This is an optimization exercise on Yosys and OpenROAD, whose aim is small area, a short achievable clock period and few clock cycles per item, not a production implementation. The RTL was checked by simulation tests, not by an equivalence proof against the original design. Power is estimated from default activity; no workload was simulated.

==> yarrow <==
## mnist_classifier
module mnist_classifier (
    input wire clk,
    input wire rst_n,
    input wire start,
    output reg [9:0] ram_addr,
    input wire       ram_data,
    output reg [3:0] prediction,
    output reg       done
);
export LEC_CHECK = 0
export CAP_MARGIN = 20
export CORE_MARGIN = 2
export CORE_UTILIZATION = 55
export CTS_BUF_LIST = sky130_fd_sc_hd__clkbuf_4 sky130_fd_sc_hd__clkbuf_8
export CTS_CLUSTER_SIZE = 30
export SETUP_SLACK_MARGIN = 5
export SLEW_MARGIN = 20
export SYNTH_MEMORY_MAX_BITS = 32768
create_clock -name core_clock -period 8.0 [get_ports {clk}]
run.sh (not shown) runs the stock make flow with config.mk's settings and CLKGATE_MAP_FILE= SYNTH_SCRIPT=/design/flow/synth_recipe.tcl, a recipe that flattens the netlist after the stock synthesis.
==> garnet: changes against yarrow <==
==> flow/flow/run.sh (new file) <==
#!/bin/bash
# Standard layout, with the setup repair aiming at 5.5 ns of slack instead of 5.
bash standard.sh SETUP_SLACK_MARGIN=5.5 finish > standard_flow.log 2>&1
==> flow/standard.sh (new file) <==
#!/bin/bash
# synth_recipe.tcl (not shown) runs the flow's synth.tcl, then flattens the netlist and writes it again
# the make line also repeats each setting of config.mk as NAME=value (left out here)
make -C /OpenROAD-flow-scripts/flow DESIGN_CONFIG=/design/flow/config.mk WORK_HOME=/design/flow/orfs CLKGATE_MAP_FILE= SYNTH_SCRIPT=/design/flow/synth_recipe.tcl "${@:-finish}"
Settings changed: CTS_BUF_LIST sky130_fd_sc_hd__clkbuf_4 sky130_fd_sc_hd__clkbuf_8 to default, CTS_CLUSTER_SIZE 30 to default.
removed: flow/run.sh
==> qor summary <==
	yarrow	garnet
Outcome	complete, no violations	complete, no violations
Sequential share of power	34.5%	31.2%
Final Power	2.39 mW	2.68 mW
Number of nets in the layout	1291	1315
Clk cell area share	3.77%	4.72%
Cell depth of the worst setup path	8	13
Routed vias	9613	9963
WL met1	12000 um	12900 um
F_max	325 MHz	358 MHz
Met1 usage	40.0%	43.7%
Reg-to-reg endpoint	w[9]	seg_end
CP max-delay cell	nor2_1	or4_1
Logic power comb	947 uW	1.08 mW
Via density per instance	6.48	6.61
GR met2 Demand/Resource	48.6%	49.6%
#MultiIn Comb	963	964
Global Route met3 Usage	7.28%	8.02%
Number of iterations in the first detailed-routing pass	6	7
Combined area of the multi-input logic cells	6710 um2	7010 um2
CP endpoint	w[9]	seg_end
Arrival time reported for the critical path endpoint	3.45 ns	3.16 ns
Fraction of standard cell area in multi-input logic	59.3%	58.2%
Clock root buffer	clkbuf_8	clkbuf_16
Sequential power	824 uW	838 uW
Final critical path time including I/O delays and setup	3.08 ns	2.79 ns
Post-detailed-placement half-perimeter wirelength	19000 um	19200 um
Register Area	2940 um2	2960 um2
Testbench counts of yarrow, summed over its fixed seeds: cycles 65,864, items 192.
Testbench counts of garnet, summed over its fixed seeds: cycles 65,864, items 192.


==> harbor: inputs <==
Another version of the RTL of mnist_classifier (not shown whole).
Settings: LEC_CHECK=0, CAP_MARGIN=20, CORE_MARGIN=2, CORE_UTILIZATION=50, CTS_BUF_LIST=sky130_fd_sc_hd__clkbuf_4 sky130_fd_sc_hd__clkbuf_8, SETUP_SLACK_MARGIN=5, SLEW_MARGIN=20, SYNTH_MEMORY_MAX_BITS=32768; clock period 8.0 ns.
standard.sh (not shown) runs the stock make flow with config.mk's settings and CLKGATE_MAP_FILE= SYNTH_SCRIPT=/design/flow/synth_recipe.tcl, a recipe that flattens the netlist after the stock synthesis.
==> flow/flow/run.sh <==
#!/bin/bash
# The standard layout, with the setup repair aiming at 5.5 ns of slack instead of 5.
bash standard.sh SETUP_SLACK_MARGIN=5.5 finish > standard_flow.log 2>&1
==> inputs of maple, as changes to harbor <==
==> flow/run.sh (new file) <==
#!/bin/bash
# synth_recipe.tcl (not shown) runs the flow's synth.tcl, then flattens the netlist and writes it again
# the make line also repeats each setting of config.mk as NAME=value (left out here)
make -C /OpenROAD-flow-scripts/flow DESIGN_CONFIG=/design/flow/config.mk WORK_HOME=/design/flow/orfs CLKGATE_MAP_FILE= SYNTH_SCRIPT=/design/flow/synth_recipe.tcl finish
Settings changed: CTS_BUF_LIST sky130_fd_sc_hd__clkbuf_4 sky130_fd_sc_hd__clkbuf_8 to not set.
removed: flow/flow/run.sh
removed: flow/standard.sh
==> inputs of lagoon, as changes to harbor <==
Settings changed: CORE_UTILIZATION 50 to 55, CTS_BUF_LIST sky130_fd_sc_hd__clkbuf_4 sky130_fd_sc_hd__clkbuf_8 to not set.
==> inputs of cedar, as changes to harbor <==
Settings changed: ABC_AREA set to 1, CORE_UTILIZATION 50 to 55, CTS_BUF_LIST sky130_fd_sc_hd__clkbuf_4 sky130_fd_sc_hd__clkbuf_8 to not set.
==> run notes <==
- Period utilization: 32.7%
- Most common cell after layout, fill and taps aside: nor2_1
- Top Layer Used: met4
- Post-synthesis xor/xnor area fraction: 7.08%
- R2R depth: 7
- Post-CTS Setup Repair Bufs: 43
- Final Skew: 0.0161 ns
- Worst EP arrival: 1.02 ns
- Met3 Usage GRT: 6.47%
- Status: no timing/DRC/antenna violations
- Worst path required time: 6.40 ns
- DP HPWL: 21100 um
- Area post-placement: 10500 um^2
-- figures above: harbor

==> run notes <==
- Worst EP arrival: 2.93 ns
- Final Skew: 0.0131 ns
- Period utilization: 32.3%
- Top Layer Used: met5
- Post-synthesis xor/xnor area fraction: 7.08%
- Most common cell after layout, fill and taps aside: nor2_1
- Post-CTS Setup Repair Bufs: 39
- R2R depth: 10
- Area post-placement: 10400 um^2
- Status: no timing/DRC/antenna violations
- DP HPWL: 20800 um
-- figures above: lagoon

==> run notes <==
- Final Skew: 0.0142 ns
- DP HPWL: 22000 um
- Worst path required time: 8.34 ns
- Overflow after GRT: 0
- R2R depth: 10
- Met3 Usage GRT: 7.11%
- Post-CTS Setup Repair Bufs: 21
- Top Layer Used: met4
- Crit path max fanout: 16
- Hold Buf Count CTS: 0
- Status: no timing/DRC/antenna violations
- Post-route ant nets: 0
- Storage cell area: 2980 um^2
- Post-synthesis xor/xnor area fraction: 1.17%
- Area post-placement: 10200 um^2
- Worst EP arrival: 2.89 ns
- Period utilization: 32.0%
-- figures above: cedar

==> run notes <==
- CP bufs+invs: 2
- Row Count: 52
- Final Skew: 0.0144 ns
- RD Place Congestion: 0.982
- Met3 Usage GRT: 6.47%
- DP HPWL: 21500 um
- Worst path required time: 8.30 ns
- Period utilization: 38.1%
- Worst EP arrival: 3.35 ns
- Post-CTS Setup Repair Bufs: 8
- Register share of total power: 35.1%
- RSZ-0062 raised after global routing: yes
- Status: no timing/DRC/antenna violations
- Area post-placement: 10400 um^2
- Top-count cell post-synth: nor2_1
- Critical-path top delay cell: ha_1
- R2R depth: 9
-- figures above: maple

Testbench counts of harbor, summed over its fixed seeds: cycles 64,328, items 192.
Testbench counts of maple, summed over its fixed seeds: cycles 64,328, items 192.
Testbench counts of lagoon, summed over its fixed seeds: cycles 64,328, items 192.
Testbench counts of cedar, summed over its fixed seeds: cycles 64,328, items 192.

-- afterwards: timing with drivers on the ports --
The flow's constraints put no driver on any port. The routed layouts listed below were extracted and timed again, unchanged, in two steps. Step 1 assumes that a clkbuf_16 drives the clock port and a buf_2 every other input. Step 2 moves the port delays by t, midway between the first and last clock arrival at a register: inputs arrive t later, outputs are due t later. That takes back most of the time a late clock gives input paths. Slacks: ideal ports / drivers / drivers and shift; pairs: ideal ports / drivers.
run	t, ns	setup WS [ns]	latest minus earliest clock arrival (ns)	worst register clock-pin slew, ns
yarrow	0.483	4.920 / 4.920 / 4.603	0.017 / 0.017	0.09 / 0.09
garnet	0.465	5.206 / 5.206 / 5.119	0.010 / 0.010	0.07 / 0.07
harbor	0.498	5.383 / 5.337 / 5.059	0.018 / 0.018	0.10 / 0.10
maple	0.468	4.951 / 4.951 / 4.747	0.016 / 0.016	0.07 / 0.07
lagoon	0.464	5.418 / 5.418 / 5.027	0.015 / 0.015	0.07 / 0.07
cedar	0.464	5.443 / 5.418 / 5.068	0.016 / 0.016	0.07 / 0.07
After both steps every run listed still meets setup and hold. For lagoon, which loses most, drivers alone change the setup slack by 0.000 ns; drivers and shift together by -0.391 ns.
